Context: an optimization exercise on an open-source flow, tuned for small area and a short achievable clock period. The choices shown serve that exercise and are no tape-out recipe. Function was checked by simulation only, so behaviour that the tests miss may differ from the original. No activity file was given, so power comes from the tool's default toggle rates.

===== config.mk =====
export PLATFORM = sky130hd
export DESIGN_NAME = systolic_4x4
export DESIGN_NICKNAME = systolic_4x4
export VERILOG_FILES = /design/flow/design.v
export SDC_FILE = /design/flow/constraint.sdc
export NUM_CORES = 4
export LEC_CHECK = 0
export CAP_MARGIN = 20
export CORE_MARGIN = 2
export CORE_UTILIZATION = 40
export SLEW_MARGIN = 20
export SYNTH_HIERARCHICAL = 1
export SYNTH_MINIMUM_KEEP_SIZE = 0

===== constraint.sdc =====
create_clock -name core_clock -period 5.5 [get_ports {clk}]
set_input_delay 1.1000 -clock core_clock [delete_from_list [all_inputs] [get_ports {clk}]]
set_output_delay 1.1000 -clock core_clock [all_outputs]
set_load 0.01 [all_outputs]

===== design.v =====
module PE_int8(input wire [15:0] acc, input wire [7:0] x, input wire [7:0] y, output wire [15:0] s);
    wire n0 = x[0] & y[0];
    wire n1 = x[0] & y[1];
    wire n2 = x[0] & y[2];
    wire n3 = x[0] & y[3];
    wire n4 = x[0] & y[4];
    wire n5 = x[0] & y[5];
    wire n6 = x[0] & y[6];
    wire n7 = ~(x[0] & y[7]);
    wire n8 = x[1] & y[0];
    wire n9 = x[1] & y[1];
    wire n10 = x[1] & y[2];
    wire n11 = x[1] & y[3];
    wire n12 = x[1] & y[4];
    wire n13 = x[1] & y[5];
    wire n14 = x[1] & y[6];
    wire n15 = ~(x[1] & y[7]);
    wire n16 = x[2] & y[0];
    wire n17 = x[2] & y[1];
    wire n18 = x[2] & y[2];
    wire n19 = x[2] & y[3];
    wire n20 = x[2] & y[4];
    wire n21 = x[2] & y[5];
    wire n22 = x[2] & y[6];
    wire n23 = ~(x[2] & y[7]);
    wire n24 = x[3] & y[0];
    wire n25 = x[3] & y[1];
    wire n26 = x[3] & y[2];
    wire n27 = x[3] & y[3];
    wire n28 = x[3] & y[4];
    wire n29 = x[3] & y[5];
    wire n30 = x[3] & y[6];
    wire n31 = ~(x[3] & y[7]);
    wire n32 = x[4] & y[0];
    wire n33 = x[4] & y[1];
    wire n34 = x[4] & y[2];
    wire n35 = x[4] & y[3];
    wire n36 = x[4] & y[4];
    wire n37 = x[4] & y[5];
    wire n38 = x[4] & y[6];
    wire n39 = ~(x[4] & y[7]);
    wire n40 = x[5] & y[0];
    wire n41 = x[5] & y[1];
    wire n42 = x[5] & y[2];
    wire n43 = x[5] & y[3];
    wire n44 = x[5] & y[4];
    wire n45 = x[5] & y[5];
    wire n46 = x[5] & y[6];
    wire n47 = ~(x[5] & y[7]);
    wire n48 = x[6] & y[0];
    wire n49 = x[6] & y[1];
    wire n50 = x[6] & y[2];
    wire n51 = x[6] & y[3];
    wire n52 = x[6] & y[4];
    wire n53 = x[6] & y[5];
    wire n54 = x[6] & y[6];
    wire n55 = ~(x[6] & y[7]);
    wire n56 = ~(x[7] & y[0]);
    wire n57 = ~(x[7] & y[1]);
    wire n58 = ~(x[7] & y[2]);
    wire n59 = ~(x[7] & y[3]);
    wire n60 = ~(x[7] & y[4]);
    wire n61 = ~(x[7] & y[5]);
    wire n62 = ~(x[7] & y[6]);
    wire n63 = x[7] & y[7];
    wire n64 = ~acc[8];
    wire n65, n66;
    HA un65 (.a(acc[5]), .b(n12), .s(n65), .co(n66));
    wire n67, n68;
    FA un67 (.a(acc[6]), .b(n13), .c(n20), .s(n67), .co(n68));
    wire n69, n70;
    HA un69 (.a(n27), .b(n34), .s(n69), .co(n70));
    wire n71, n72;
    FA un71 (.a(acc[7]), .b(n14), .c(n21), .s(n71), .co(n72));
    wire n73, n74;
    FA un73 (.a(n28), .b(n35), .c(n42), .s(n73), .co(n74));
    wire n75, n76;
    HA un75 (.a(n49), .b(n56), .s(n75), .co(n76));
    wire n77, n78;
    FA un77 (.a(n64), .b(n15), .c(n22), .s(n77), .co(n78));
    wire n79, n80;
    FA un79 (.a(n29), .b(n36), .c(n43), .s(n79), .co(n80));
    wire n81, n82;
    HA un81 (.a(n50), .b(n57), .s(n81), .co(n82));
    wire n83, n84;
    FA un83 (.a(acc[8]), .b(acc[9]), .c(n23), .s(n83), .co(n84));
    wire n85, n86;
    FA un85 (.a(n30), .b(n37), .c(n44), .s(n85), .co(n86));
    wire n87, n88;
    HA un87 (.a(n51), .b(n58), .s(n87), .co(n88));
    wire n89, n90;
    FA un89 (.a(acc[10]), .b(n31), .c(n38), .s(n89), .co(n90));
    wire n91, n92;
    HA un91 (.a(n45), .b(n52), .s(n91), .co(n92));
    wire n93, n94;
    HA un93 (.a(acc[11]), .b(n39), .s(n93), .co(n94));
    wire n95, n96;
    HA un95 (.a(acc[3]), .b(n10), .s(n95), .co(n96));
    wire n97, n98;
    FA un97 (.a(acc[4]), .b(n11), .c(n18), .s(n97), .co(n98));
    wire n99, n100;
    HA un99 (.a(n25), .b(n32), .s(n99), .co(n100));
    wire n101, n102;
    FA un101 (.a(n19), .b(n26), .c(n33), .s(n101), .co(n102));
    wire n103, n104;
    FA un103 (.a(n40), .b(n5), .c(n65), .s(n103), .co(n104));
    wire n105, n106;
    FA un105 (.a(n41), .b(n48), .c(n6), .s(n105), .co(n106));
    wire n107, n108;
    FA un107 (.a(n66), .b(n69), .c(n67), .s(n107), .co(n108));
    wire n109, n110;
    FA un109 (.a(n7), .b(n70), .c(n75), .s(n109), .co(n110));
    wire n111, n112;
    FA un111 (.a(n68), .b(n71), .c(n73), .s(n111), .co(n112));
    wire n113, n114;
    FA un113 (.a(n76), .b(n81), .c(n72), .s(n113), .co(n114));
    wire n115, n116;
    FA un115 (.a(n74), .b(n77), .c(n79), .s(n115), .co(n116));
    wire n117, n118;
    FA un117 (.a(n82), .b(n87), .c(n78), .s(n117), .co(n118));
    wire n119, n120;
    FA un119 (.a(n80), .b(n83), .c(n85), .s(n119), .co(n120));
    wire n121, n122;
    FA un121 (.a(n59), .b(n88), .c(n91), .s(n121), .co(n122));
    wire n123, n124;
    FA un123 (.a(n84), .b(n86), .c(n89), .s(n123), .co(n124));
    wire n125, n126;
    FA un125 (.a(n46), .b(n53), .c(n60), .s(n125), .co(n126));
    wire n127, n128;
    FA un127 (.a(n92), .b(n93), .c(n90), .s(n127), .co(n128));
    wire n129, n130;
    FA un129 (.a(acc[12]), .b(n47), .c(n54), .s(n129), .co(n130));
    wire n131, n132;
    HA un131 (.a(n61), .b(n94), .s(n131), .co(n132));
    wire n133, n134;
    HA un133 (.a(acc[13]), .b(n55), .s(n133), .co(n134));
    wire n135, n136;
    HA un135 (.a(acc[2]), .b(n16), .s(n135), .co(n136));
    wire n137, n138;
    FA un137 (.a(n17), .b(n24), .c(n3), .s(n137), .co(n138));
    wire n139, n140;
    FA un139 (.a(n4), .b(n96), .c(n99), .s(n139), .co(n140));
    wire n141, n142;
    FA un141 (.a(n100), .b(n98), .c(n101), .s(n141), .co(n142));
    wire n143, n144;
    FA un143 (.a(n102), .b(n105), .c(n104), .s(n143), .co(n144));
    wire n145, n146;
    FA un145 (.a(n106), .b(n109), .c(n108), .s(n145), .co(n146));
    wire n147, n148;
    FA un147 (.a(n110), .b(n112), .c(n113), .s(n147), .co(n148));
    wire n149, n150;
    FA un149 (.a(n114), .b(n116), .c(n117), .s(n149), .co(n150));
    wire n151, n152;
    FA un151 (.a(n121), .b(n118), .c(n120), .s(n151), .co(n152));
    wire n153, n154;
    FA un153 (.a(n125), .b(n122), .c(n124), .s(n153), .co(n154));
    wire n155, n156;
    FA un155 (.a(n126), .b(n129), .c(n131), .s(n155), .co(n156));
    wire n157, n158;
    FA un157 (.a(n62), .b(n133), .c(n130), .s(n157), .co(n158));
    wire n159, n160;
    HA un159 (.a(acc[14]), .b(n63), .s(n159), .co(n160));
    wire n161, n162;
    HA un161 (.a(acc[1]), .b(n1), .s(n161), .co(n162));
    wire n163, n164;
    FA un163 (.a(n2), .b(n9), .c(n135), .s(n163), .co(n164));
    wire n165, n166;
    FA un165 (.a(n136), .b(n95), .c(n137), .s(n165), .co(n166));
    wire n167, n168;
    FA un167 (.a(n138), .b(n97), .c(n139), .s(n167), .co(n168));
    wire n169, n170;
    FA un169 (.a(n140), .b(n103), .c(n141), .s(n169), .co(n170));
    wire n171, n172;
    FA un171 (.a(n142), .b(n107), .c(n143), .s(n171), .co(n172));
    wire n173, n174;
    FA un173 (.a(n111), .b(n144), .c(n145), .s(n173), .co(n174));
    wire n175, n176;
    FA un175 (.a(n115), .b(n146), .c(n147), .s(n175), .co(n176));
    wire n177, n178;
    FA un177 (.a(n119), .b(n148), .c(n149), .s(n177), .co(n178));
    wire n179, n180;
    FA un179 (.a(n123), .b(n150), .c(n151), .s(n179), .co(n180));
    wire n181, n182;
    FA un181 (.a(n127), .b(n152), .c(n153), .s(n181), .co(n182));
    wire n183, n184;
    FA un183 (.a(n128), .b(n155), .c(n154), .s(n183), .co(n184));
    wire n185, n186;
    FA un185 (.a(n132), .b(n157), .c(n156), .s(n185), .co(n186));
    wire n187, n188;
    FA un187 (.a(n134), .b(n159), .c(n158), .s(n187), .co(n188));
    wire n189 = 1'b1 ^ acc[15] ^ n160;
    wire [15:0] ra = {n188, n186, n184, n182, n180, n178, n176, n174, n172, n170, n168, n166, n164, n162, n161, acc[0]};
    wire [15:0] rb = {n189, n187, n185, n183, n181, n179, n177, n175, n173, n171, n169, n167, n165, n163, n8, n0};
    assign s = ra + rb;
endmodule
module FA(input wire a, input wire b, input wire c, output wire s, output wire co);
    assign s = a ^ b ^ c;
    assign co = (a & b) | (a & c) | (b & c);
endmodule
module HA(input wire a, input wire b, output wire s, output wire co);
    assign s = a ^ b;
    assign co = a & b;
endmodule
module systolic_4x4(    input  wire clk,
                        input  wire rst,
                        input  wire [31: 0] x_flat,    
                        input  wire [31: 0] y_flat,    
                        output wire [255:0] out_flat,  
                        output wire done
        );
    reg  [7:0]  xo  [15:0];
    reg  [7:0]  yo  [15:0];
    reg  [15:0] acc [15:0];
    reg  [15:0] out [15:0];
    wire [15:0] sum [15:0];
    reg  [3:0]  counter;
    reg         done_r;
    assign done = done_r;
    genvar g;
    generate
        for (g = 0; g < 16; g = g + 1) begin : g_pe
            PE_int8 pe (.acc(acc[g]), .x(xo[g]), .y(yo[g]), .s(sum[g]));
            assign out_flat[16*g +: 16] = out[g];
        end
    endgenerate
    integer i, j;
    always @(posedge clk) begin
        for (i = 0; i < 4; i = i + 1)
            for (j = 0; j < 4; j = j + 1) begin
                if (rst) begin
                    xo[4*i+j]  <= 8'd0;
                    yo[4*i+j]  <= 8'd0;
                    acc[4*i+j] <= 16'd0;
                end else begin
                    xo[4*i+j]  <= (j == 0) ? x_flat[8*i +: 8] : xo[4*i+j-1];
                    yo[4*i+j]  <= (i == 0) ? y_flat[8*j +: 8] : yo[4*i+j-4];
                    acc[4*i+j] <= sum[4*i+j];
                end
            end
        if (rst) begin
            for (i = 0; i < 16; i = i + 1) out[i] <= 16'd0;
            done_r  <= 1'b0;
            counter <= 4'd0;
        end else if (counter == 4'd10) begin
            for (i = 0; i < 16; i = i + 1) out[i] <= sum[i];
            done_r  <= 1'b1;
            counter <= 4'd0;
        end else begin
            done_r  <= 1'b0;
            counter <= counter + 1'b1;
        end
    end
endmodule

===== run.sh =====
#!/bin/bash
# synth_recipe.tcl (not shown) runs the flow's synth.tcl, then flattens the netlist and writes it again
# the make line also repeats each setting of config.mk as NAME=value (left out here)
make -C /OpenROAD-flow-scripts/flow DESIGN_CONFIG=/design/flow/config.mk WORK_HOME=/design/flow/orfs CLKGATE_MAP_FILE= SYNTH_SCRIPT=/design/flow/synth_recipe.tcl finish

==> results.cfg, run 1 <==
[outcome]
outcome = timing/DRC/antenna clean

[cts]
cts.clk_slew.worst_paths_ps = 60
h-tree-depth = 3
clk-insertion-delay-late_ps = 730
post-cts-setup-buffer-count = 0
clockBufferDepth = 3
hold_buffers = 0
ctsResizeCount = 0
cts_root_buf = clkbuf_16
cts.sinks = 773
tritoncts = built
numCtsBuffers = 93

[floorplan]
start_util_pct = 40.2
dieArea_mm2 = 0.149
core_area_mm2 = 0.145
ios = 323
die_w_um = 386
rows = 140
floorplan.die.height_um = 386

[global_route]
grt_max_degree = 151
grt_pass1_vias = 44200
grt_pass1_wl_um = 252000
globalRouteOverflowTotal = 0
grt_util_all_layers_pct = 21.6
antenna_found_initial = 8

[timing]
setup_viol = 0
min_period_over_period_pct = 83.8
fin_skew_ps = 24.9
finalSetupTns_ps = 0
rsz0062_at_grt = false
worst_slack_ps = 889
fmax_mhz = 217
slew_violations = 0
hold_viol_final = 0
relSlewSlack_pct = 44.1
tightest_slew_ps = 838
min_period_ps = 4610

[yosys]
synth-simple-area-share_pct = 22.7
synth_cell_type_count = 42
ys_seq_elements = 773
ys.flop_type = dfxtp_1
synth_area_mm2 = 0.0584
yosysMostFrequentCell = nand2_1
synth_edf_count = 0
postSynthAreaPerCell_um2 = 10.2
synthTopCellsByCount = nand2_1, and2_1, fa_1, dfxtp_1, nor2b_1
yosys_warnings = 15
synthTopCellsByArea = fa_1, dfxtp_1, ha_1
synth_mux_area_share_pct = 0
synth-xor-area-share_pct = 3.60
postSynthCellCount = 5718
syn-num-nets = 7034
synthAdderAreaFrac_pct = 36.9
synth_top_family_by_area = adder cells
yosys.area.top_type_share_pct = 26.9
synthArstFlopShare_pct = 0
synth_area_leader_cell = fa_1
synth-compound-area-share_pct = 8.42
synth-seq-area-share_pct = 26.5

[critical_path]
worst_path_most_repeated_cell = fa_1
worstPathArrival_ps = 5250
worst-path-buf-inv = 0
cp-start-kind = flop
crit_start = yo[4][5]
crit_end = out[4][13]
r2r_slack_ps = 890
rr_endpoint = out[4][13]
crit_family = adder cells
critPathMaxFanout = 9
crit_slowest_cell = dfxtp_1
worstReg2RegStart = yo[4][5]
end_kind = flop
rr_worst_depth = 13
worstPathCellList = and2_1 -> fa_1 -> fa_1 -> fa_1 -> fa_1 -> ha_1 -> a21oi_1 -> nor3_1 -> a2111oi_0 -> o31ai_1 -> xor2_1 -> nand2_1 -> a21oi_1
cpPeakStageDelay_ps = 740
worstPathRequired_ps = 6140
crit_cells = 13
worst-setup-path-type = reg -> reg

[placed_design]
place.gp.congestion = 0.871
post-dp-hpwl_um = 121000
port_buffers = 322
post-place-ws_ps = 918
dpl.cell_count = 7776

[layout]
multiInputGateArea_mm2 = 0.0418
syn_to_final_growth_pct = 14.2
nFillCells = 13800
drive_above_1_share_pct = 4.09
fin_nets = 7270
regArea_mm2 = 0.0155
instances_no_fill = 7950

[routing]
vias = 41200
drc = 0
wl_per_cell_um = 19.8
drt_pre_antenna_iters = 5
ant_nets = 0
drtIter0Drc = 1971
finalWirelength_um = 158000
vias_per_cell = 5.18

[power]
seqPwrFrac_pct = 23.2
sw_frac_of_total_pct = 40.4
pwr-share-comb_pct = 52.9
power_per_cell_area_mw_per_mm2 = 425
power.leakage_nw = 28.8
switching_power_mw = 11.5
irDropWorstVdd_mv = 0.312
internal-power_mw = 16.9
power.clock.fraction_pct = 23.9
fin_total_pwr_mw = 28.3

[hold_path]
worstHoldPathType = reg -> reg

[run]
maxCapViolations = 0
[stage by stage]
stage | hold WS, ps | utilization, % | instance area [um2]
global placement | 443 | 43.6 | 63300
finish | 452 | 45.9 | 66700
floorplan | 436 | - | 58400
detailed placement | 446 | 43.6 | 63300
CTS | 454 | 45.9 | 66700
global route | 467 | 45.9 | 66700
[per-layer routing]
layer  global-route usage [%]  share of wire (%)  up-vias
li1                         -                  -    19400
met1                     28.6                 45    20700
met2                     35.5                 47      847
met3                     4.02                4.7      239
met4                     6.90                3.2       10
met5                        0              0.044        -
[modules after synthesis (local to each module, per instance)]
module	copies in the design	area, um2
FA	768	20.0
HA	224	12.5
PE_int8	16	1090
systolic_4x4	1	22700
[tightest hold or removal path, cell delays in order (launching register included)]
cell	delay, ps
dfxtp_1	300
nand2_1	50
a21oi_1	50
[registers in the layout (all words and copies together) (netlist names)]
signal and cells:
out 256, counter 4, done_r 1, acc 256
xo 128, yo 128
[layout by cell type (no fill, tap or decap), drive strengths merged, types with 18 or more instances in the layout]
cell,synthesis,layout
and3,32,32
clkinv,0,18
inv,33,40
o31ai,32,32
nor2b,512,512
buf,61,27
xnor2,144,144
nand2,867,867
a21oi,369,369
nand3,65,65
nor2,34,34
fa,784,784
nand4,48,48
clkdlybuf4s50,0,321
clkbuf,146,127
a21o,80,80
o21ai,64,64
and2,816,816
xor2,96,96
o21bai,32,32
nor3,50,50
dfxtp,773,773
a221oi,48,48
or3,32,32
ha,466,466
[layout make-up]
class                           instances  area share [%]
Sequential cell                       773            23.2
Tap cell                             1917            3.60
Inverter                               33           0.186
Antenna cell                            1         0.00375
Clock inverter                         46            1.05
Clock buffer                          127            3.96
Timing Repair Buffer                  348            5.26
Multi-Input combinational cell       4705            62.7
[how the worst min path moves through the flow]
stage | from | endpoint | depth (start not counted)
floorplan | yo[6][7] | yo[10][7] | 1
global placement | out[13][13] | out[13][13] | 2
detailed placement | out[15][8] | out[15][8] | 2
CTS | out[15][8] | out[15][8] | 2
global route | out[14][13] | out[14][13] | 2
finish | out[9][10] | out[9][10] | 2
[cell families after synthesis]
| logic type | Yosys count |
|---|---|
| buffers and inverters | 240 |
| DFF | 773 |
| xor gates and xnor gates | 240 |
| AOI/OAI and AO/OA | 722 |
| and+or+nand+nor | 2493 |
| adders and majority gates | 1250 |
[power by group through the flow]
stage          Clock, mW  Combinational (mW)  Sequential, mW
6_report            6.77                15.0            6.56
5_1_grt             7.17                16.8            6.62
4_1_cts             6.98                15.0            6.57
3_5_place_dp           0                14.9            6.69
3_3_place_gp           0                14.7            6.69
2_1_floorplan          0                11.6            6.49
==> run 2: changes to the inputs <==
--- a/design.v
+++ b/design.v
@@ -213,36 +213,48 @@
     reg  [15:0] acc [15:0];
     reg  [15:0] out [15:0];
     wire [15:0] sum [15:0];
+    wire [15:0] res [15:0];      
+    wire [15:0] clr;
     reg  [3:0]  counter;
     reg         done_r;
+    reg  [4:1]  warm;            
     assign done = done_r;
-    genvar g;
+    genvar gi, gj;
     generate
-        for (g = 0; g < 16; g = g + 1) begin : g_pe
-            PE_int8 pe (.acc(acc[g]), .x(xo[g]), .y(yo[g]), .s(sum[g]));
-            assign out_flat[16*g +: 16] = out[g];
+        for (gi = 0; gi < 4; gi = gi + 1) begin : g_row
+            for (gj = 0; gj < 4; gj = gj + 1) begin : g_col
+                localparam integer N   = 4*gi + gj;
+                localparam integer LAG = (gi == 0 || gj == 0);
+                localparam integer K   = (gi > gj) ? gi : gj;
+                localparam integer M   = LAG ? K + 1 : K;
+                if (LAG) begin : g_lag
+                    PE_int8 pe (.acc(acc[N]), .x(xo[N]), .y(yo[N]), .s(sum[N]));
+                    assign res[N] = sum[N];
+                end else begin : g_nolag
+                    PE_int8 pe (.acc(acc[N]), .x(xo[N-1]), .y(yo[N-4]), .s(sum[N]));
+                    assign res[N] = acc[N];
+                end
+                assign clr[N] = rst | ~warm[M];
+                assign out_flat[16*N +: 16] = out[N];
+            end
         end
     endgenerate
     integer i, j;
     always @(posedge clk) begin
         for (i = 0; i < 4; i = i + 1)
             for (j = 0; j < 4; j = j + 1) begin
-                if (rst) begin
-                    xo[4*i+j]  <= 8'd0;
-                    yo[4*i+j]  <= 8'd0;
-                    acc[4*i+j] <= 16'd0;
-                end else begin
-                    xo[4*i+j]  <= (j == 0) ? x_flat[8*i +: 8] : xo[4*i+j-1];
-                    yo[4*i+j]  <= (i == 0) ? y_flat[8*j +: 8] : yo[4*i+j-4];
-                    acc[4*i+j] <= sum[4*i+j];
-                end
+                if (j < 3 || i == 0) xo[4*i+j] <= (j == 0) ? x_flat[8*i +: 8] : xo[4*i+j-1];
+                if (i < 3 || j == 0) yo[4*i+j] <= (i == 0) ? y_flat[8*j +: 8] : yo[4*i+j-4];
             end
+        for (i = 0; i < 16; i = i + 1)
+            acc[i] <= clr[i] ? 16'd0 : sum[i];
+        warm <= rst ? 4'd0 : {warm[3:1], 1'b1};
         if (rst) begin
             for (i = 0; i < 16; i = i + 1) out[i] <= 16'd0;
             done_r  <= 1'b0;
             counter <= 4'd0;
         end else if (counter == 4'd10) begin
-            for (i = 0; i < 16; i = i + 1) out[i] <= sum[i];
+            for (i = 0; i < 16; i = i + 1) out[i] <= res[i];
             done_r  <= 1'b1;
             counter <= 4'd0;
         end else begin
==> run 2 against run 1 <==
Setup slack worse by 190 ps. Via count down 4.8%. First-iteration DRC count up 4.3%. Critical endpoint is now out[2][11]. Highest routed layer unchanged.
==> results.cfg, run 2 <==
[floorplan]
dieArea_mm2 = 0.142
floorplan.die.height_um = 377
rows = 136
die_w_um = 377
ios = 323
core_area_mm2 = 0.138
start_util_pct = 40.4

[layout]
mostFrequentLayoutCells = and2_1, fa_1, nand2_1
utilization_pct = 46.2
fin_nets = 6988
antennaDiodeCount = 0
syn_to_final_growth_pct = 14.4
final_common_cell = and2_1
instances_no_fill = 7538
largestRegisters = acc (256), out (256)
drive_above_1_share_pct = 4.82

[cts]
tritoncts = built
cts_root_buf = clkbuf_16
clk-insertion-delay-late_ps = 720
ctsResizeCount = 0
cts.sinks = 729
hold_buffers = 0
numCtsBuffers = 89
cts.clk_slew.worst_paths_ps = 60
post-cts-setup-buffer-count = 0
clockBufferDepth = 3
h-tree-depth = 3

[routing]
finalWirelength_um = 146000
ant_nets = 0
drtIter0Drc = 2056
drc = 0
vias = 39200
vias_per_cell = 5.21
drt_pre_antenna_iters = 5
wl_per_cell_um = 19.4

[yosys]
synth_mux_area_share_pct = 0
synth_area_leader_cell = fa_1
postSynthAreaPerCell_um2 = 10.3
synth-simple-area-share_pct = 19.5
synthTopCellsByCount = and2_1, fa_1, nand2_1, dfxtp_1, ha_1
synthAdderAreaFrac_pct = 38.7
postSynthCellCount = 5393
synth-compound-area-share_pct = 10.2
synth_cell_type_count = 43
yosysMostFrequentCell = and2_1
ys.flop_type = dfxtp_1
synth-seq-area-share_pct = 26.2
synth_edf_count = 0
syn-num-nets = 6709
synth_area_mm2 = 0.0556
synthTopCellsByArea = fa_1, dfxtp_1, and2_1
synth-xor-area-share_pct = 3.27
yosys.area.top_type_share_pct = 28.2
synth_top_family_by_area = adder cells
ys_seq_elements = 729
synthArstFlopShare_pct = 0
yosys_warnings = 15

[hold_path]
worstHoldPathType = reg -> reg
hold_depth = 2

[global_route]
grt_util_all_layers_pct = 21.1
grt_pass1_vias = 41700
grt_max_degree = 191
antenna_found_initial = 5
grt_pass1_wl_um = 236000
globalRouteOverflowTotal = 0

[timing]
relSlewSlack_pct = 32.1
rsz0062_at_grt = false
finalSetupTns_ps = 0
worst_slack_ps = 703
fmax_mhz = 208
tightest_slew_ps = 1020
hold_viol_final = 0
setup_viol = 0
min_period_over_period_pct = 87.2
slew_violations = 0
fin_skew_ps = 33.7
min_period_ps = 4800

[placed_design]
post-dp-hpwl_um = 112000
post-place-ws_ps = 703
dpl.cell_count = 7375
place.gp.congestion = 0.892
port_buffers = 322

[critical_path]
worstPathArrival_ps = 5350
worst-setup-path-type = reg -> reg
end_kind = flop
cp-start-kind = flop
critPathMaxFanout = 17
worstPathRequired_ps = 6060
rr_worst_depth = 14

[run]
maxCapViolations = 0

[power]
fin_total_pwr_mw = 33.6
power_per_cell_area_mw_per_mm2 = 529
power.leakage_nw = 26.9
irDropWorstVdd_mv = 0.396

[outcome]
outcome = timing/DRC/antenna clean
[run 2: logic make-up (layout without fill, tap and decap cells)]
kind of cell | Yosys count | count (layout)
adder cells (fa/ha/maj) | 1250 | 1250
AO/OA/AOI/OAI | 866 | 866
flip-flops | 729 | 729
buffers and inverters | 243 | 594
XOR/XNOR | 208 | 208
AND/OR/NAND/NOR | 2097 | 2097
[run 2: final timing paths]
path	start	to	slack, ps
worst max-delay path	yo[2][5]	out[2][11]	700
worst min-delay path	out[14][3]	out[14][3]	450
worst max register to register	yo[2][5]	out[2][11]	700
worst min register to register	out[14][3]	out[14][3]	450
[run 2: per-module statistics from Yosys (local to each module, per instance)]
module | cells inside | flip-flops and latches | copies in the design
HA | 1 | 0 | 224
PE_int8 | 157 | 0 | 16
systolic_4x4 | 1889 | 729 | 1
FA | 1 | 0 | 768
[run 2: metal layers]
metal | GRT usage (%) | vias up | wire length (um)
met4 | 6.75 | 8 | 4590
met1 | 28.2 | 19700 | 65600
met5 | 0 | - | 62
met2 | 34.7 | 817 | 69200
met3 | 3.65 | 203 | 6950
li1 | - | 18500 | -
[run 2: where the power goes]
group / switching (mW) / internal (mW)
Combinational: 11.6 / 9.51
Sequential: 0.574 / 5.69
Clock: 2.51 / 3.75
Total: 14.7 / 19.0
[run 2: cell type report]
class / instances / area, um2
fillers: 12900 / 74200
multi-input cells: 4421 / 39900
flip-flops and latches: 729 / 14600
repair buffers: 349 / 3480
clock buffers: 120 / 2520
well taps: 1794 / 2240
clock inverters: 43 / 569
inverters: 82 / 308
[run 2: stage by stage]
| step | instance area [um2] | hold slack, ps |
|---|---|---|
| 2_1_floorplan | 55600 | 329 |
| 3_3_place_gp | 60500 | 429 |
| 3_5_place_dp | 60500 | 446 |
| 4_1_cts | 63600 | 449 |
| 5_1_grt | 63600 | 466 |
| 6_report | 63600 | 451 |
[run 2: critical path, cell delays in order (launching register included)]
cell and delay [ps]:
dfxtp_1 970, and2_1 260, fa_1 430, fa_1 400
fa_1 530, fa_1 430, ha_1 340, inv_1 120
a211oi_2 70, o41ai_2 430, a21boi_1 160, o41ai_1 260
nor2_1 100, nand2_1 70, a21oi_1 70
==> run 3: changes to the inputs <==
--- a/config.mk
+++ b/config.mk
@@ -7,7 +7,9 @@
 export LEC_CHECK = 0
 export CAP_MARGIN = 20
 export CORE_MARGIN = 2
-export CORE_UTILIZATION = 40
+export CORE_UTILIZATION = 65
+export CTS_BUF_LIST = sky130_fd_sc_hd__clkbuf_4 sky130_fd_sc_hd__clkbuf_8
+export PLACE_DENSITY = 0.75
 export SLEW_MARGIN = 20
 export SYNTH_HIERARCHICAL = 1
 export SYNTH_MINIMUM_KEEP_SIZE = 0
==> run 3 against run 2 <==
First-iteration DRC count fell by 2.3%. Synthesized cell count stayed put. Non-clock buffer count decreased by 9. Clock-buffer cell count rose by 67. Sequential power is essentially flat. Global-route usage increased by 11 points. Synthesized area unchanged. Critical path depth did not move. Cell count is 7.8% lower. Largest cell class unchanged.
==> results.cfg, run 3 <==
[global_route]
grt_util_all_layers_pct = 32.0
use_met3_pct = 6.06
grt_pass1_wl_um = 221000
met1_usage_pct = 41.2
grt_use_met2_pct = 53.6
grt_max_degree = 184
antenna_found_initial = 8
grt_pass1_vias = 41800
globalRouteOverflowTotal = 0
grt-busiest-layer = met2

[placed_design]
post-dp-hpwl_um = 103000
place.gp.congestion = 0.912
port_buffers = 322

[critical_path]
worstPathCellList = and2_1 -> fa_1 -> fa_1 -> fa_1 -> fa_1 -> ha_1 -> inv_1 -> a211oi_2 -> o41ai_2 -> a21boi_1 -> o41ai_1 -> nor2_1 -> nand2_1 -> a21oi_1
end_kind = flop
worst_path_most_repeated_cell = fa_1
worstPathArrival_ps = 5420
cp-start-kind = flop
cpPeakStageDelay_ps = 750
r2r_slack_ps = 780
worstPathRequired_ps = 6200
critPathMaxFanout = 17
crit_slowest_cell = dfxtp_1
worst-setup-path-type = reg -> reg

[timing]
fmax_mhz = 212
setup_viol = 0
tightest_slew_ps = 1160
rsz0062_at_grt = false
min_period_ps = 4720
finalSetupTns_ps = 0
slew_violations = 0
fin_skew_ps = 44.0
hold_viol_final = 0
min_period_over_period_pct = 85.8
relSlewSlack_pct = 22.5

[yosys]
syn-num-nets = 6709
synth_edf_count = 0
synthArstFlopShare_pct = 0
synth_area_mm2 = 0.0556
yosys_warnings = 15
synthTopCellsByCount = and2_1, fa_1, nand2_1, dfxtp_1, ha_1
yosysMostFrequentCell = and2_1
synth_area_leader_cell = fa_1
synth-seq-area-share_pct = 26.2
ys.flop_type = dfxtp_1
ys_seq_elements = 729
synthTopCellsByArea = fa_1, dfxtp_1, and2_1
yosys.area.top_type_share_pct = 28.2
postSynthCellCount = 5393
synth_cell_type_count = 43
postSynthAreaPerCell_um2 = 10.3

[power]
pwr-share-comb_pct = 64.2
irDropWorstVdd_mv = 0.815
internal-power_mw = 18.3
power.leakage_nw = 26.8
power_per_cell_area_mw_per_mm2 = 527
sw_frac_of_total_pct = 44.3
power.clock.fraction_pct = 16.8
seqPwrFrac_pct = 19.1
switching_power_mw = 14.6

[routing]
drtIter0Drc = 2009
ant_nets = 0
drt_pre_antenna_iters = 6
wl_per_cell_um = 19.5
finalWirelength_um = 136000
vias = 39900
vias_per_cell = 5.74
drc = 0

[cts]
tritoncts = built
ctsResizeCount = 0
cts.sinks = 729
hold_buffers = 0
cts.clk_slew.worst_paths_ps = 60
cts_root_buf = clkbuf_8
numCtsBuffers = 131
clockBufferDepth = 3
clk-insertion-delay-late_ps = 850
h-tree-depth = 4
post-cts-setup-buffer-count = 0

[run]
maxCapViolations = 0

[floorplan]
core_area_mm2 = 0.0850
dieArea_mm2 = 0.0879
floorplan.die.height_um = 297
rows = 107
die_w_um = 297
ios = 323
start_util_pct = 65.4

[layout]
largestRegisters = acc (256), out (256)
drive_above_1_share_pct = 6.00
fin_nets = 7021
final_common_cell = and2_1
mostFrequentLayoutCells = and2_1, fa_1, nand2_1
syn_to_final_growth_pct = 12.3
utilization_pct = 73.5
nFillCells = 6352

[hold_path]
worstHoldPathType = reg -> reg

[outcome]
outcome = timing/DRC/antenna clean
run 3: cell count changes in the layout (fill, tap and decap cells not counted), moves of 4 or more:
cell,previous run,this run
inv_6,2,6
diode_2,0,7
bufinv_16,11,6
clkbuf_8,16,155
clkbuf_16,90,0
clkinvlp_4,3,7
clkbuf_1,14,0
inv_8,0,4
clkinv_4,4,0
buf_4,23,16
clkbuf_4,0,32
run 3: final timing paths:
| kind | endpoint | cells past startpoint | from |
|---|---|---|---|
| setup / recovery | out[4][11] | 14 | xo[4][1] |
| hold / removal | out[11][12] | 2 | out[11][12] |
| setup reg to reg | out[4][11] | 14 | xo[4][1] |
| hold reg to reg | out[11][12] | 2 | out[11][12] |
run 3: cell type report:
type / instances / area, um2 / share of cell area, %
antenna: 7 / 17.5 / 0.0280
clock buffer: 187 / 2370 / 3.80
clock inverter: 43 / 442 / 0.707
inverter: 82 / 308 / 0.493
multi-input combinational: 4421 / 39900 / 63.9
sequential: 729 / 14600 / 23.4
tap: 1144 / 1430 / 2.29
timing repair buffer: 340 / 3390 / 5.42
run 3: logic make-up after synthesis:
logic type      count (synthesis)  share of synthesized area, %
buf+inv                       243                          2.06
flops                         729                          26.2
fa+ha+maj                    1250                          38.7
xor+xnor                      208                          3.27
simple gates                 2097                          19.5
compound gates                866                          10.2
run 3: per-layer routing:
| layer | part of all wire, % | vias to the layer above |
|---|---|---|
| met5 | 0.025 | - |
| met4 | 3.6 | 4 |
| met3 | 5.9 | 272 |
| met2 | 49 | 1106 |
| met1 | 42 | 20000 |
| li1 | - | 18600 |
run 3: critical path, delay by kind of cell, from the launching register on:
| kind | cells | cell delay (ps) |
|---|---|---|
| AO/OA/AOI/OAI | 5 | 1070 |
| adder cells (fa/ha/maj) | 5 | 2230 |
| flip-flops | 1 | 750 |
| buffers and inverters | 1 | 130 |
| AND/OR/NAND/NOR | 3 | 430 |
run 3: power groups by stage:
stage / Clock (mW) / Sequential [mW] / Combinational, mW
2_1_floorplan: 0 / 6.07 / 17.4
3_3_place_gp: 0 / 6.38 / 20.5
3_5_place_dp: 0 / 6.38 / 20.8
4_1_cts: 5.62 / 6.27 / 21.0
5_1_grt: 5.86 / 6.32 / 23.7
6_report: 5.51 / 6.27 / 21.1
run 3: Yosys stat by module (local to each module, per instance):
module | times used | flops+latches | cells inside | area [um2]
systolic_4x4 | 1 | 729 | 1889 | 20100
PE_int8 | 16 | 0 | 157 | 1080
FA | 768 | 0 | 1 | 20.0
HA | 224 | 0 | 1 | 12.5
run 3: through the flow:
stage                     instance area (um2)  hold WS (ps)  std cells  worst slack (ps)  power (mW)
after floorplan                         55600           329       5393              1590        23.4
after global placement                  59600           442       6716               935        26.9
after detailed placement                59600           446       6716               866        27.2
after CTS                               62400           453       6946               830        32.9
after global routing                    62500           467       6952               501        35.8
final                                   62500           450       6953               782        32.9
==> run 4: changes to the inputs <==
--- a/config.mk
+++ b/config.mk
@@ -10,6 +10,7 @@
 export CORE_UTILIZATION = 65
 export CTS_BUF_LIST = sky130_fd_sc_hd__clkbuf_4 sky130_fd_sc_hd__clkbuf_8
 export PLACE_DENSITY = 0.75
+export SETUP_SLACK_MARGIN = 1.5
 export SLEW_MARGIN = 20
 export SYNTH_HIERARCHICAL = 1
 export SYNTH_MINIMUM_KEEP_SIZE = 0
==> run 4 against run 3 <==
Still clean. Clock skew increased by 4.4 ps. Sequential share of layout area decreased by 1.1 points. Cell count increased by 3.6%. Via count increased by 5.4%. Fmax increased by 14%. Utilization increased by 6.5 points. Critical path type unchanged. Largest cell class unchanged.
==> results.cfg, run 4 <==
[outcome]
outcome = timing/DRC/antenna clean

[yosys]
yosysMostFrequentCell = and2_1
ys_seq_elements = 729
yosys.area.top_type_share_pct = 28.2
synthArstFlopShare_pct = 0
synthTopCellsByCount = and2_1, fa_1, nand2_1, dfxtp_1, ha_1
postSynthCellCount = 5393
synth_cell_type_count = 43
yosys_warnings = 15
syn-num-nets = 6709
ys.flop_type = dfxtp_1
synth_area_mm2 = 0.0556
synth_area_leader_cell = fa_1
synthTopCellsByArea = fa_1, dfxtp_1, and2_1
synth-seq-area-share_pct = 26.2
postSynthAreaPerCell_um2 = 10.3
synth_edf_count = 0

[routing]
ant_nets = 0
wl_per_cell_um = 20.8
finalWirelength_um = 150000
vias_per_cell = 5.84
drc = 0
drtIter0Drc = 2378
vias = 42100
drt_pre_antenna_iters = 5

[timing]
fmax_mhz = 242
relSlewSlack_pct = 8.95
hold_ws_ps = 398
tightest_slew_ps = 1370
finalSetupTns_ps = 0
min_period_ps = 4130
rsz0062_at_grt = true
setup_viol = 0
fin_skew_ps = 48.4
hold_viol_final = 0
min_period_over_period_pct = 75.1
slew_violations = 0

[critical_path]
cp-start-kind = flop
worst_path_most_repeated_cell = fa_1
worstPathArrival_ps = 4850
worstPathRequired_ps = 6210
critPathMaxFanout = 6
worstPathCellList = and2_4 -> fa_1 -> fa_2 -> fa_1 -> fa_1 -> ha_4 -> inv_4 -> nor2_4 -> o41ai_4 -> a21boi_2 -> o41ai_2 -> nor2_1 -> and2_1
cpPeakStageDelay_ps = 610
worst-setup-path-type = reg -> reg
crit_slowest_cell = fa_1
end_kind = flop

[floorplan]
core_area_mm2 = 0.0850
start_util_pct = 65.4
floorplan.die.height_um = 297
ios = 323
dieArea_mm2 = 0.0879
rows = 107
die_w_um = 297

[power]
seqPwrFrac_pct = 15.5
internal-power_mw = 22.6
power.clock.fraction_pct = 13.8
pwr-share-comb_pct = 70.7
sw_frac_of_total_pct = 43.9
switching_power_mw = 17.7
power.leakage_nw = 28.3
power_per_cell_area_mw_per_mm2 = 592
irDropWorstVdd_mv = 0.989

[layout]
final_common_cell = and2_1
mostFrequentLayoutCells = and2_1, nand2_1, fa_1
fin_area_mm2 = 0.0680
drive_above_1_share_pct = 20.6
syn_to_final_growth_pct = 22.3
fin_nets = 7271
largestRegisters = acc (256), out (256)

[cts]
cts_root_buf = clkbuf_8
h-tree-depth = 4
clockBufferDepth = 3
clk-insertion-delay-late_ps = 860
tritoncts = built
numCtsBuffers = 131
cts.clk_slew.worst_paths_ps = 70
cts.sinks = 729

[placed_design]
dpl_cell_area_mm2 = 0.0596
port_buffers = 322
post-dp-hpwl_um = 103000
place.gp.congestion = 0.912

[run]
maxCapViolations = 0

[global_route]
grt_util_all_layers_pct = 32.9
grt_pass1_vias = 42900
grt_max_degree = 184
grt_pass1_wl_um = 227000
antenna_found_initial = 13
globalRouteOverflowTotal = 0

[hold_path]
worstHoldPathType = reg -> reg
==> run 4: cell counts after synthesis <==
No cell type changed its count.
==> run 4: logic make-up (layout without fill, tap and decap cells) <==
logic type	after synthesis	count (layout)	synth area share, %
and+or+nand+nor	2097	2097	19.5
buffers and inverters	243	902	2.06
DFF	729	729	26.2
adders and majority gates	1250	1250	38.7
AOI/OAI and AO/OA	866	866	10.2
other	0	9	0
xor gates and xnor gates	208	208	3.27
==> run 4: power by group through the flow <==
stage / logic [mW] / registers (mW) / clock network, mW
final: 28.5 / 6.22 / 5.55
after global placement: 20.5 / 6.38 / 0
after detailed placement: 20.8 / 6.38 / 0
after CTS: 22.6 / 6.24 / 5.62
after global routing: 30.9 / 6.26 / 5.87
after floorplan: 17.4 / 6.07 / 0
==> run 4: Yosys stat by module (local to each module, per instance) <==
module / cell area [um2] / cells / flops+latches
PE_int8: 1080 / 157 / 0
HA: 12.5 / 1 / 0
systolic_4x4: 20100 / 1889 / 729
FA: 20.0 / 1 / 0
==> run 4: routing by layer <==
layer	part of all wire [%]	vias to the layer above	track usage (%)	wire length, um
li1	-	19100	-	-
met1	40	21200	42.2	59700
met2	49	1390	55.0	73800
met3	6.2	412	5.98	9290
met4	4.6	6	14.0	6870
met5	0.025	-	0	38
==> run 4: worst max-delay path, delay by kind of cell, from the launching register on <==
kind            cells  cell delay [ps]
fa+ha+maj           5             2210
flops               1              380
buf+inv             1               90
simple gates        4              440
compound gates      3              890
==> run 4: metrics by stage <==
step                      setup slack (ps)  power [mW]  utilization [%]  cells
after global placement                 935        26.9             70.1   6716
after detailed placement               866        27.2             70.1   6716
after global routing                  1230        43.1             80.0   7202
after CTS                             1470        34.5             75.7   7055
final                                 1370        40.2             80.0   7205
after floorplan                       1590        23.4                -   5393
==> run 4: timing repair <==
| item | 4_1_cts | 5_1_grt |
|---|---|---|
| setup buffers | 109 | 141 |
| endpoints found under the setup margin | 180 | 141 |
| hold buffers | 0 | 0 |
| pin swaps | 42 | 282 |
| gates resized for setup | 375 | 577 |
==> run 4: layout make-up <==
type | count | area [um2]
sequential | 729 | 15200
multi-input combinational | 4421 | 42800
fill | 5397 | 17000
clock inverter | 43 | 442
tap | 1144 | 1430
antenna | 9 | 22.5
clock buffer | 187 | 2370
timing repair buffer | 590 | 5420
inverter | 82 | 338
==> run 4: final timing paths <==
path            start  cells after the start  slack (ps)           to
max          yo[7][4]                     13        1370  acc[11][11]
min          yo[8][6]                      0         400    yo[12][6]
max reg2reg  yo[7][4]                     13        1370  acc[11][11]
min reg2reg  yo[8][6]                      0         400    yo[12][6]
==> run 5: changes to the inputs <==
--- a/design.v
+++ b/design.v
@@ -188,10 +188,138 @@
     FA un185 (.a(n132), .b(n157), .c(n156), .s(n185), .co(n186));
     wire n187, n188;
     FA un187 (.a(n134), .b(n159), .c(n158), .s(n187), .co(n188));
-    wire n189 = 1'b1 ^ acc[15] ^ n160;
-    wire [15:0] ra = {n188, n186, n184, n182, n180, n178, n176, n174, n172, n170, n168, n166, n164, n162, n161, acc[0]};
-    wire [15:0] rb = {n189, n187, n185, n183, n181, n179, n177, n175, n173, n171, n169, n167, n165, n163, n8, n0};
-    assign s = ra + rb;
+    wire n189 = acc[15] ^ n160;
+    wire n190, n191;
+    HA un190 (.a(acc[0]), .b(n0), .s(n190), .co(n191));
+    wire n192, n193;
+    HA un192 (.a(n8), .b(n161), .s(n192), .co(n193));
+    wire n194, n195;
+    HA un194 (.a(n162), .b(n163), .s(n194), .co(n195));
+    wire n196, n197;
+    HA un196 (.a(n164), .b(n165), .s(n196), .co(n197));
+    wire n198, n199;
+    HA un198 (.a(n166), .b(n167), .s(n198), .co(n199));
+    wire n200, n201;
+    HA un200 (.a(n168), .b(n169), .s(n200), .co(n201));
+    wire n202, n203;
+    HA un202 (.a(n170), .b(n171), .s(n202), .co(n203));
+    wire n204, n205;
+    HA un204 (.a(n172), .b(n173), .s(n204), .co(n205));
+    wire n206, n207;
+    HA un206 (.a(n174), .b(n175), .s(n206), .co(n207));
+    wire n208, n209;
+    HA un208 (.a(n176), .b(n177), .s(n208), .co(n209));
+    wire n210, n211;
+    HA un210 (.a(n178), .b(n179), .s(n210), .co(n211));
+    wire n212, n213;
+    HA un212 (.a(n180), .b(n181), .s(n212), .co(n213));
+    wire n214, n215;
+    HA un214 (.a(n183), .b(n182), .s(n214), .co(n215));
+    wire n216, n217;
+    HA un216 (.a(n185), .b(n184), .s(n216), .co(n217));
+    wire n218, n219;
+    HA un218 (.a(n187), .b(n186), .s(n218), .co(n219));
+    wire n220 = n189 ^ n188;
+    wire n221;
+    GC111 un221 (.i0(n193), .i1(n192), .i2(n191), .o(n221));
+    wire n222;
+    GC111 un222 (.i0(n197), .i1(n196), .i2(n195), .o(n222));
+    wire n223;
+    PC11 un223 (.i0(n196), .i1(n194), .o(n223));
+    wire n224;
+    GC111 un224 (.i0(n201), .i1(n200), .i2(n199), .o(n224));
+    wire n225;
+    PC11 un225 (.i0(n200), .i1(n198), .o(n225));
+    wire n226;
+    GC111 un226 (.i0(n205), .i1(n204), .i2(n203), .o(n226));
+    wire n227;
+    PC11 un227 (.i0(n204), .i1(n202), .o(n227));
+    wire n228;
+    GC111 un228 (.i0(n209), .i1(n208), .i2(n207), .o(n228));
+    wire n229;
+    PC11 un229 (.i0(n208), .i1(n206), .o(n229));
+    wire n230;
+    GC111 un230 (.i0(n213), .i1(n212), .i2(n211), .o(n230));
+    wire n231;
+    PC11 un231 (.i0(n212), .i1(n210), .o(n231));
+    wire n232;
+    GC111 un232 (.i0(n217), .i1(n216), .i2(n215), .o(n232));
+    wire n233;
+    PC11 un233 (.i0(n216), .i1(n214), .o(n233));
+    wire n234;
+    GC110 un234 (.i0(n195), .i1(n194), .i2(n221), .o(n234));
+    wire n235;
+    GC000 un235 (.i0(n222), .i1(n223), .i2(n221), .o(n235));
+    wire n236;
+    GC110 un236 (.i0(n203), .i1(n202), .i2(n224), .o(n236));
+    wire n237;
+    PC10 un237 (.i0(n202), .i1(n225), .o(n237));
+    wire n238;
+    GC000 un238 (.i0(n226), .i1(n227), .i2(n224), .o(n238));
+    wire n239;
+    PC00 un239 (.i0(n227), .i1(n225), .o(n239));
+    wire n240;
+    GC110 un240 (.i0(n211), .i1(n210), .i2(n228), .o(n240));
+    wire n241;
+    PC10 un241 (.i0(n210), .i1(n229), .o(n241));
+    wire n242;
+    GC000 un242 (.i0(n230), .i1(n231), .i2(n228), .o(n242));
+    wire n243;
+    PC00 un243 (.i0(n231), .i1(n229), .o(n243));
+    wire n244;
+    GC110 un244 (.i0(n219), .i1(n218), .i2(n232), .o(n244));
+    wire n245;
+    PC10 un245 (.i0(n218), .i1(n233), .o(n245));
+    wire n246;
+    GC110 un246 (.i0(n199), .i1(n198), .i2(n235), .o(n246));
+    wire n247;
+    GC000 un247 (.i0(n224), .i1(n225), .i2(n235), .o(n247));
+    wire n248;
+    GC000 un248 (.i0(n236), .i1(n237), .i2(n235), .o(n248));
+    wire n249;
+    GC000 un249 (.i0(n238), .i1(n239), .i2(n235), .o(n249));
+    wire n250;
+    GC110 un250 (.i0(n215), .i1(n214), .i2(n242), .o(n250));
+    wire n251;
+    PC10 un251 (.i0(n214), .i1(n243), .o(n251));
+    wire n252;
+    GC000 un252 (.i0(n232), .i1(n233), .i2(n242), .o(n252));
+    wire n253;
+    PC00 un253 (.i0(n233), .i1(n243), .o(n253));
+    wire n254;
+    GC000 un254 (.i0(n244), .i1(n245), .i2(n242), .o(n254));
+    wire n255;
+    PC00 un255 (.i0(n245), .i1(n243), .o(n255));
+    wire n256;
+    GC110 un256 (.i0(n207), .i1(n206), .i2(n249), .o(n256));
+    wire n257;
+    GC000 un257 (.i0(n228), .i1(n229), .i2(n249), .o(n257));
+    wire n258;
+    GC000 un258 (.i0(n240), .i1(n241), .i2(n249), .o(n258));
+    wire n259;
+    GC000 un259 (.i0(n242), .i1(n243), .i2(n249), .o(n259));
+    wire n260;
+    GC000 un260 (.i0(n250), .i1(n251), .i2(n249), .o(n260));
+    wire n261;
+    GC000 un261 (.i0(n252), .i1(n253), .i2(n249), .o(n261));
+    wire n262;
+    GC000 un262 (.i0(n254), .i1(n255), .i2(n249), .o(n262));
+    assign s[0] = n190;
+    assign s[1] = n192 ^ n191;
+    assign s[2] = n194 ^ ~n221;
+    assign s[3] = n196 ^ ~n234;
+    assign s[4] = n198 ^ ~n235;
+    assign s[5] = n200 ^ ~n246;
+    assign s[6] = n202 ^ ~n247;
+    assign s[7] = n204 ^ ~n248;
+    assign s[8] = n206 ^ ~n249;
+    assign s[9] = n208 ^ ~n256;
+    assign s[10] = n210 ^ ~n257;
+    assign s[11] = n212 ^ ~n258;
+    assign s[12] = n214 ^ ~n259;
+    assign s[13] = n216 ^ ~n260;
+    assign s[14] = n218 ^ ~n261;
+    assign s[15] = n220 ^ n262;
 endmodule
 module FA(input wire a, input wire b, input wire c, output wire s, output wire co);
     assign s = a ^ b ^ c;
@@ -201,6 +329,24 @@
     assign s = a ^ b;
     assign co = a & b;
 endmodule
+module GC000(input wire i0, input wire i1, input wire i2, output wire o);
+    assign o = ~(~i0 | (~i1 & ~i2));
+endmodule
+module GC110(input wire i0, input wire i1, input wire i2, output wire o);
+    assign o = ~(i0 | (i1 & ~i2));
+endmodule
+module GC111(input wire i0, input wire i1, input wire i2, output wire o);
+    assign o = ~(i0 | (i1 & i2));
+endmodule
+module PC00(input wire i0, input wire i1, output wire o);
+    assign o = ~(~i0 & ~i1);
+endmodule
+module PC10(input wire i0, input wire i1, output wire o);
+    assign o = ~(i0 & ~i1);
+endmodule
+module PC11(input wire i0, input wire i1, output wire o);
+    assign o = ~(i0 & i1);
+endmodule
 module systolic_4x4(    input  wire clk,
                         input  wire rst,
                         input  wire [31: 0] x_flat,    
--- a/config.mk
+++ b/config.mk
@@ -10,7 +10,7 @@
 export CORE_UTILIZATION = 65
 export CTS_BUF_LIST = sky130_fd_sc_hd__clkbuf_4 sky130_fd_sc_hd__clkbuf_8
 export PLACE_DENSITY = 0.75
-export SETUP_SLACK_MARGIN = 1.5
+export SETUP_SLACK_MARGIN = 2.0
 export SLEW_MARGIN = 20
 export SYNTH_HIERARCHICAL = 1
 export SYNTH_MINIMUM_KEEP_SIZE = 0
==> run 5 against run 4 <==
Cell count fell by 0.26%. Setup slack got worse by 30 ps. Power rose by 3.0%. Still clean on timing, DRC and antenna. First-iteration DRC count fell by 9.3%. Register-to-register slack got worse by 30 ps. Global-route usage barely moved. Critical endpoint is now out[8][10].
==> results.cfg, run 5 <==
[critical_path]
cp-start-kind = flop
worstReg2RegStart = xo[8][2]
worstPathRequired_ps = 6240
worst-setup-path-type = reg -> reg
rr_worst_depth = 15
critPathMaxFanout = 7
rr_endpoint = out[8][10]
r2r_slack_ps = 1340
end_kind = flop
worstPathArrival_ps = 4900

[timing]
min_period_ps = 4160
fmax_mhz = 240
rsz0062_at_grt = true
relSlewSlack_pct = 31.5
slew_violations = 0
setup_viol = 0
min_period_over_period_pct = 75.7
worst_slack_ps = 1340
hold_viol_final = 0
finalSetupTns_ps = 0
fin_skew_ps = 31.3
tightest_slew_ps = 1030

[cts]
clk-insertion-delay-late_ps = 820
clockBufferDepth = 3
h-tree-depth = 4
cts.clk_slew.worst_paths_ps = 60
cts_root_buf = clkbuf_8
hold_buffers = 0
numCtsBuffers = 131
cts.sinks = 729
tritoncts = built

[yosys]
yosys.area.top_type_share_pct = 27.9
ys_seq_elements = 729
yosys_warnings = 15
synth-seq-area-share_pct = 26.5
postSynthCellCount = 5249
ys.flop_type = dfxtp_1
syn-num-nets = 6549
synthArstFlopShare_pct = 0
synth_edf_count = 0
synth_cell_type_count = 26
synth_area_leader_cell = fa_1
synth_area_mm2 = 0.0550
postSynthAreaPerCell_um2 = 10.5
yosysMostFrequentCell = and2_1
synthTopCellsByArea = fa_1, dfxtp_1, and2_1
synthTopCellsByCount = and2_1, nand2_1, fa_1, dfxtp_1, ha_1

[run]
maxCapViolations = 0

[global_route]
grt_util_all_layers_pct = 32.9
antenna_found_initial = 5
grt_pass1_wl_um = 224000
grt_max_degree = 86
globalRouteOverflowTotal = 0
grt_pass1_vias = 42400

[floorplan]
ios = 323
core_area_mm2 = 0.0837
floorplan.die.height_um = 295
die_w_um = 295
rows = 106
dieArea_mm2 = 0.0870
start_util_pct = 65.7

[outcome]
outcome = timing/DRC/antenna clean

[routing]
finalWirelength_um = 145000
drt_pre_antenna_iters = 7
ant_nets = 0
drtIter0Drc = 2157
vias = 39900
drc = 0
vias_per_cell = 5.55
wl_per_cell_um = 20.2

[layout]
largestRegisters = acc (256), out (256)
instances_no_fill = 7186
fin_area_mm2 = 0.0691
drive_above_1_share_pct = 27.7
fin_nets = 7243
syn_to_final_growth_pct = 25.7
mostFrequentLayoutCells = and2_1, nand2_1, fa_1
final_common_cell = and2_1

[placed_design]
dpl.cell_count = 6576
place.gp.congestion = 0.898
post-place-ws_ps = 1140
port_buffers = 322
dpl_cell_area_mm2 = 0.0607
post-dp-hpwl_um = 98800

[power]
power.leakage_nw = 28.4
irDropWorstVdd_mv = 0.857
fin_total_pwr_mw = 41.5
power_per_cell_area_mw_per_mm2 = 600

[hold_path]
hold_depth = 0
worstHoldPathType = reg -> reg
hp-start = yo[8][1]
hold_end = yo[12][1]
run 5: cell count changes after synthesis, moves of 80 or more:
cell,delta
a21oi_2,+208
xnor2_1,+112
nor2_1,-80
a21oi_1,-192
a21o_1,-112
o21a_1,+224
run 5: logic make-up (layout without fill, tap and decap cells):
group | count (synthesis) | count (layout) | share of synthesized area, %
buffers and inverters | 275 | 1071 | 2.30
flip-flops | 729 | 729 | 26.5
other | 0 | 7 | 0
AO/OA/AOI/OAI | 706 | 706 | 8.97
AND/OR/NAND/NOR | 2033 | 2033 | 19.3
adder cells (fa/ha/maj) | 1234 | 1234 | 38.5
XOR/XNOR | 272 | 272 | 4.33
run 5: power by group:
| part | switching (mW) | internal (mW) | total [mW] |
|---|---|---|---|
| combinational | 13.6 | 16.1 | 29.7 |
| clock | 2.40 | 3.11 | 5.51 |
| sequential | 0.519 | 5.69 | 6.21 |
run 5: what timing repair did:
item                                    in CTS  in global routing
pin swaps                                  207                251
buffers inserted                           231                136
cloned                                       0                  0
resized for setup                          433                321
endpoints found under the setup margin     194                206
run 5: layer usage:
metal / up-vias / share of wire (%) / global-route usage (%) / wire [um]
li1: 18300 / - / - / -
met4: 4 / 4.1 / 14.1 / 5920
met2: 1145 / 49 / 55.1 / 71500
met1: 20100 / 41 / 41.8 / 59200
met3: 336 / 5.8 / 6.12 / 8340
met5: - / 0.019 / 0 / 27
run 5: area by class of cell:
cell class                 instances  area [um2]
multi-input combinational       4245       42600
sequential                       729       15200
fill                            4981       14600
timing repair buffer             706        6620
clock buffer                     205        2560
tap                             1134        1420
inverter                         130         498
clock inverter                    30         260
antenna                            7        17.5
run 5: per-stage QoR:
| step | hold WS, ps | util [%] |
|---|---|---|
| floorplan | 326 | - |
| global placement | 426 | 72.5 |
| detailed placement | 430 | 72.5 |
| CTS | 415 | 79.6 |
| global route | 423 | 82.6 |
| finish | 410 | 82.6 |
run 5: worst max path at each step:
stage,startpoint,endpoint,slack [ps],cells past startpoint
floorplan,xo[8][2],out[8][15],1670,14
global placement,xo[1][1],out[1][15],1160,14
detailed placement,yo[2][7],out[2][15],1140,14
CTS,yo[1][6],out[1][15],1400,14
global route,xo[12][3],out[12][15],1210,15
finish,xo[8][2],out[8][10],1340,15
run 5: Yosys stat by module, one instance, submodules excluded, excerpt:
module        area (um2)  times used  flops+latches
GC111               8.76         112              0
FA                  20.0         768              0
PC10                6.26          64              0
systolic_4x4       20100           1            729
PC11                3.75          96              0
GC000               7.51         224              0
PC00                6.26          64              0
run 5: critical path: stages, from the launching register on:
cell and delay [ps]:
dfxtp_4 390, buf_6 150, buf_6 120, and2_4 160, fa_1 590, fa_1 450
fa_1 490, ha_4 330, nand2_4 60, or2_1 250, o21a_4 240, buf_6 130
o21a_1 190, xnor2_2 230, nand2_2 140, a21oi_2 180
==> run 6: changes to the inputs <==
--- a/design.v
+++ b/design.v
@@ -271,25 +271,25 @@
     wire n245;
     PC10 un245 (.i0(n218), .i1(n233), .o(n245));
     wire n246;
-    GC110 un246 (.i0(n199), .i1(n198), .i2(n235), .o(n246));
+    GC111 un246 (.i0(n199), .i1(n198), .i2(n235), .o(n246));
     wire n247;
-    GC000 un247 (.i0(n224), .i1(n225), .i2(n235), .o(n247));
+    GC001 un247 (.i0(n224), .i1(n225), .i2(n235), .o(n247));
     wire n248;
-    GC000 un248 (.i0(n236), .i1(n237), .i2(n235), .o(n248));
+    GC001 un248 (.i0(n236), .i1(n237), .i2(n235), .o(n248));
     wire n249;
-    GC000 un249 (.i0(n238), .i1(n239), .i2(n235), .o(n249));
+    GC111 un249 (.i0(n238), .i1(n239), .i2(n235), .o(n249));
     wire n250;
-    GC110 un250 (.i0(n215), .i1(n214), .i2(n242), .o(n250));
+    GC111 un250 (.i0(n215), .i1(n214), .i2(n242), .o(n250));
     wire n251;
-    PC10 un251 (.i0(n214), .i1(n243), .o(n251));
+    PC11 un251 (.i0(n214), .i1(n243), .o(n251));
     wire n252;
-    GC000 un252 (.i0(n232), .i1(n233), .i2(n242), .o(n252));
+    GC001 un252 (.i0(n232), .i1(n233), .i2(n242), .o(n252));
     wire n253;
-    PC00 un253 (.i0(n233), .i1(n243), .o(n253));
+    PC01 un253 (.i0(n233), .i1(n243), .o(n253));
     wire n254;
-    GC000 un254 (.i0(n244), .i1(n245), .i2(n242), .o(n254));
+    GC001 un254 (.i0(n244), .i1(n245), .i2(n242), .o(n254));
     wire n255;
-    PC00 un255 (.i0(n245), .i1(n243), .o(n255));
+    PC01 un255 (.i0(n245), .i1(n243), .o(n255));
     wire n256;
     GC110 un256 (.i0(n207), .i1(n206), .i2(n249), .o(n256));
     wire n257;
@@ -297,7 +297,7 @@
     wire n258;
     GC000 un258 (.i0(n240), .i1(n241), .i2(n249), .o(n258));
     wire n259;
-    GC000 un259 (.i0(n242), .i1(n243), .i2(n249), .o(n259));
+    GC110 un259 (.i0(n242), .i1(n243), .i2(n249), .o(n259));
     wire n260;
     GC000 un260 (.i0(n250), .i1(n251), .i2(n249), .o(n260));
     wire n261;
@@ -308,18 +308,18 @@
     assign s[1] = n192 ^ n191;
     assign s[2] = n194 ^ ~n221;
     assign s[3] = n196 ^ ~n234;
-    assign s[4] = n198 ^ ~n235;
+    assign s[4] = n198 ^ n235;
     assign s[5] = n200 ^ ~n246;
     assign s[6] = n202 ^ ~n247;
     assign s[7] = n204 ^ ~n248;
     assign s[8] = n206 ^ ~n249;
     assign s[9] = n208 ^ ~n256;
-    assign s[10] = n210 ^ ~n257;
-    assign s[11] = n212 ^ ~n258;
+    assign s[10] = n210 ^ n257;
+    assign s[11] = n212 ^ n258;
     assign s[12] = n214 ^ ~n259;
-    assign s[13] = n216 ^ ~n260;
-    assign s[14] = n218 ^ ~n261;
-    assign s[15] = n220 ^ n262;
+    assign s[13] = n216 ^ n260;
+    assign s[14] = n218 ^ n261;
+    assign s[15] = n220 ^ ~n262;
 endmodule
 module FA(input wire a, input wire b, input wire c, output wire s, output wire co);
     assign s = a ^ b ^ c;
@@ -330,7 +330,10 @@
     assign co = a & b;
 endmodule
 module GC000(input wire i0, input wire i1, input wire i2, output wire o);
-    assign o = ~(~i0 | (~i1 & ~i2));
+    assign o = (~i0 | (~i1 & ~i2));
+endmodule
+module GC001(input wire i0, input wire i1, input wire i2, output wire o);
+    assign o = ~(~i0 | (~i1 & i2));
 endmodule
 module GC110(input wire i0, input wire i1, input wire i2, output wire o);
     assign o = ~(i0 | (i1 & ~i2));
@@ -339,7 +342,10 @@
     assign o = ~(i0 | (i1 & i2));
 endmodule
 module PC00(input wire i0, input wire i1, output wire o);
-    assign o = ~(~i0 & ~i1);
+    assign o = (~i0 & ~i1);
+endmodule
+module PC01(input wire i0, input wire i1, output wire o);
+    assign o = ~(~i0 & i1);
 endmodule
 module PC10(input wire i0, input wire i1, output wire o);
     assign o = ~(i0 & ~i1);
--- a/config.mk
+++ b/config.mk
@@ -10,7 +10,7 @@
 export CORE_UTILIZATION = 65
 export CTS_BUF_LIST = sky130_fd_sc_hd__clkbuf_4 sky130_fd_sc_hd__clkbuf_8
 export PLACE_DENSITY = 0.75
-export SETUP_SLACK_MARGIN = 2.0
+export SETUP_SLACK_MARGIN = 1.5
 export SLEW_MARGIN = 20
 export SYNTH_HIERARCHICAL = 1
 export SYNTH_MINIMUM_KEEP_SIZE = 0
==> run 6 against run 5 <==
Clock skew up 15 ps. Global-route usage down 1.1 points. Via count down 2.2%. Power down 11%. Sequential power about the same. First-iteration DRC count down 6.1%. Register-to-register slack better by 60 ps.
==> results.cfg, run 6 <==
[outcome]
outcome = timing/DRC/antenna clean

[critical_path]
end_kind = flop
worst-setup-path-type = reg -> reg
r2r_slack_ps = 1390
worstPathCellList = clkbuf_4 -> buf_12 -> and2_1 -> fa_2 -> fa_2 -> fa_1 -> fa_1 -> ha_4 -> nand2_1 -> nor2_4 -> nand2b_1 -> o21ai_1 -> xnor2_1 -> xnor2_1 -> and2_1
crit_family = adder cells
cpPeakStageDelay_ps = 550
worst-path-buf-inv = 2
worstPathRequired_ps = 6180
cp-start-kind = flop
crit_slowest_cell = fa_1
critPathMaxFanout = 6
worstPathArrival_ps = 4790

[yosys]
yosysMostFrequentCell = and2_1
postSynthAreaPerCell_um2 = 10.3
yosys_warnings = 15
synth_area_leader_cell = fa_1
synthTopCellsByArea = fa_1, dfxtp_1, and2_1
synthTopCellsByCount = and2_1, nand2_1, fa_1, dfxtp_1, ha_1
synth_area_mm2 = 0.0548
postSynthCellCount = 5297
yosys.area.top_type_share_pct = 28.1
synthArstFlopShare_pct = 0
ys.flop_type = dfxtp_1
syn-num-nets = 6597
ys_seq_elements = 729
synth-seq-area-share_pct = 26.6
synth_edf_count = 0
synth_cell_type_count = 26

[cts]
cts_root_buf = clkbuf_8
clk-insertion-delay-late_ps = 810
h-tree-depth = 3
hold_buffers = 0
tritoncts = built
numCtsBuffers = 121
clockBufferDepth = 3
cts.clk_slew.worst_paths_ps = 70
cts.sinks = 729

[power]
seqPwrFrac_pct = 16.8
sw_frac_of_total_pct = 43.1
power.clock.fraction_pct = 15.0
pwr-share-comb_pct = 68.2
power_per_cell_area_mw_per_mm2 = 565
switching_power_mw = 16.0
internal-power_mw = 21.1
power.leakage_nw = 27.7
fin_total_pwr_mw = 37.1
irDropWorstVdd_mv = 0.697

[layout]
syn_to_final_growth_pct = 19.7
mostFrequentLayoutCells = and2_1, nand2_1, fa_1
drive_above_1_share_pct = 19.1
largestRegisters = acc (256), out (256)
final_common_cell = and2_1
nFillCells = 5557
fin_nets = 7096

[placed_design]
port_buffers = 322
post-dp-hpwl_um = 99100
post-place-ws_ps = 900
place.gp.congestion = 0.896

[timing]
fmax_mhz = 243
finalSetupTns_ps = 0
fin_skew_ps = 46.5
worst_slack_ps = 1390
hold_ws_ps = 410
min_period_over_period_pct = 74.7
setup_viol = 0
tightest_slew_ps = 954
slew_violations = 0
rsz0062_at_grt = true
min_period_ps = 4110
relSlewSlack_pct = 36.3
hold_viol_final = 0

[floorplan]
rows = 106
start_util_pct = 65.6
die_w_um = 294
ios = 323
core_area_mm2 = 0.0836
floorplan.die.height_um = 294
dieArea_mm2 = 0.0866

[hold_path]
worstHoldPathType = reg -> reg

[routing]
drt_pre_antenna_iters = 5
vias_per_cell = 5.59
wl_per_cell_um = 20.1
vias = 39000
finalWirelength_um = 140000
drc = 0
ant_nets = 0
drtIter0Drc = 2026

[global_route]
antenna_found_initial = 4
grt_pass1_vias = 40400
grt_util_all_layers_pct = 31.8
grt_pass1_wl_um = 217000
globalRouteOverflowTotal = 0
grt_max_degree = 134

[run]
maxCapViolations = 0
==> run 6: per-stage QoR <==
step           area (um2)  util, %  cells
2_1_floorplan       54800        -   5297
3_3_place_gp        58800     70.4   6574
3_5_place_dp        58800     70.4   6574
4_1_cts             62600     75.0   6844
5_1_grt             65600     78.5   6979
6_report            65600     78.5   6983
==> run 6: path summary, 6_finish.rpt <==
check                start    endpoint  cells after the start
setup / recovery  xo[4][4]  acc[5][15]                     15
hold / removal    yo[8][5]   yo[12][5]                      0
setup reg to reg  xo[4][4]  acc[5][15]                     15
hold reg to reg   yo[8][5]   yo[12][5]                      0
==> run 6: routing by layer <==
metal	wire (um)	GRT usage, %
met1	56700	40.9
met2	69700	53.8
met3	8300	5.98
met4	5590	11.0
met5	40	0
==> run 6: what timing repair did <==
| item | CTS | global route |
|---|---|---|
| gates resized for setup | 247 | 392 |
| pin swaps | 9 | 139 |
| buffers inserted | 46 | 133 |
| endpoints found under the setup margin | 167 | 148 |
==> run 6: Yosys stat by module, one instance, submodules excluded <==
module | flops+latches | cells inside | times used | cell area [um2]
HA | 0 | 1 | 464 | 12.5
systolic_4x4 | 729 | 1889 | 1 | 20100
GC111 | 0 | 1 | 160 | 8.76
PC11 | 0 | 1 | 112 | 3.75
GC001 | 0 | 2 | 64 | 11.3
PC00 | 0 | 1 | 32 | 3.75
PC01 | 0 | 1 | 32 | 6.26
FA | 0 | 1 | 768 | 20.0
PE_int8 | 0 | 84 | 16 | 531
PC10 | 0 | 1 | 48 | 6.26
GC110 | 0 | 2 | 96 | 12.5
GC000 | 0 | 1 | 128 | 5.00
==> run 6: logic make-up after synthesis <==
logic type,after synthesis,synth area share [%]
AND/OR/NAND/NOR,2033,19.2
flip-flops,729,26.6
buffers and inverters,323,2.64
XOR/XNOR,272,4.35
adder cells (fa/ha/maj),1234,38.7
AO/OA/AOI/OAI,706,8.50
==> run 6: layout make-up <==
cell class	instances	area, um2	area share (%)
diodes	6	15.0	0.0229
clock inverters	42	504	0.769
inverters	178	668	1.02
well taps	1080	1350	2.06
flip-flops and latches	729	15100	23.0
repair buffers	521	4850	7.40
multi-input cells	4245	40800	62.2
clock buffers	182	2340	3.57
==> run 6: power groups by stage <==
stage	clock (mW)	sequential, mW	combinational, mW
floorplan	0	6.08	16.0
global placement	0	6.38	18.8
detailed placement	0	6.38	19.2
CTS	5.65	6.26	20.3
global route	5.88	6.27	27.8
finish	5.56	6.23	25.3

==> what the ideal ports hide <==
In the flow no input, the clock included, has a driving cell. The finished layouts below were timed again as built, in two steps. Step 1 sets driving cells, clkbuf_16 on the clock port and buf_2 on the other inputs (assumed; they add their load-dependent delay and slew). Step 2 adds t to the input delays and takes it off the output delays; t is the mean of the earliest and latest rising clock arrival at the registers after step 1. Input paths then give back, and output paths get back, about the clock's delay inside the block. Three values: no drivers, after step 1, after step 2; two values: the first two.
run | t (ns) | setup WS [ns] | worst register clock-pin slew, ns | worst data-port slew with drivers (ns)
run 1 | 0.798 | 0.889 / 0.889 / 0.889 | 0.07 / 0.07 | 0.10
run 2 | 0.780 | 0.703 / 0.703 / 0.703 | 0.07 / 0.07 | 0.08
run 3 | 0.897 | 0.782 / 0.782 / 0.782 | 0.07 / 0.07 | 0.10
run 4 | 0.913 | 1.367 / 1.367 / 1.367 | 0.07 / 0.07 | 0.11
run 5 | 0.879 | 1.337 / 1.337 / 1.337 | 0.07 / 0.07 | 0.10
run 6 | 0.862 | 1.393 / 1.393 / 1.393 | 0.07 / 0.07 | 0.13
After both steps every run listed still meets setup and hold.
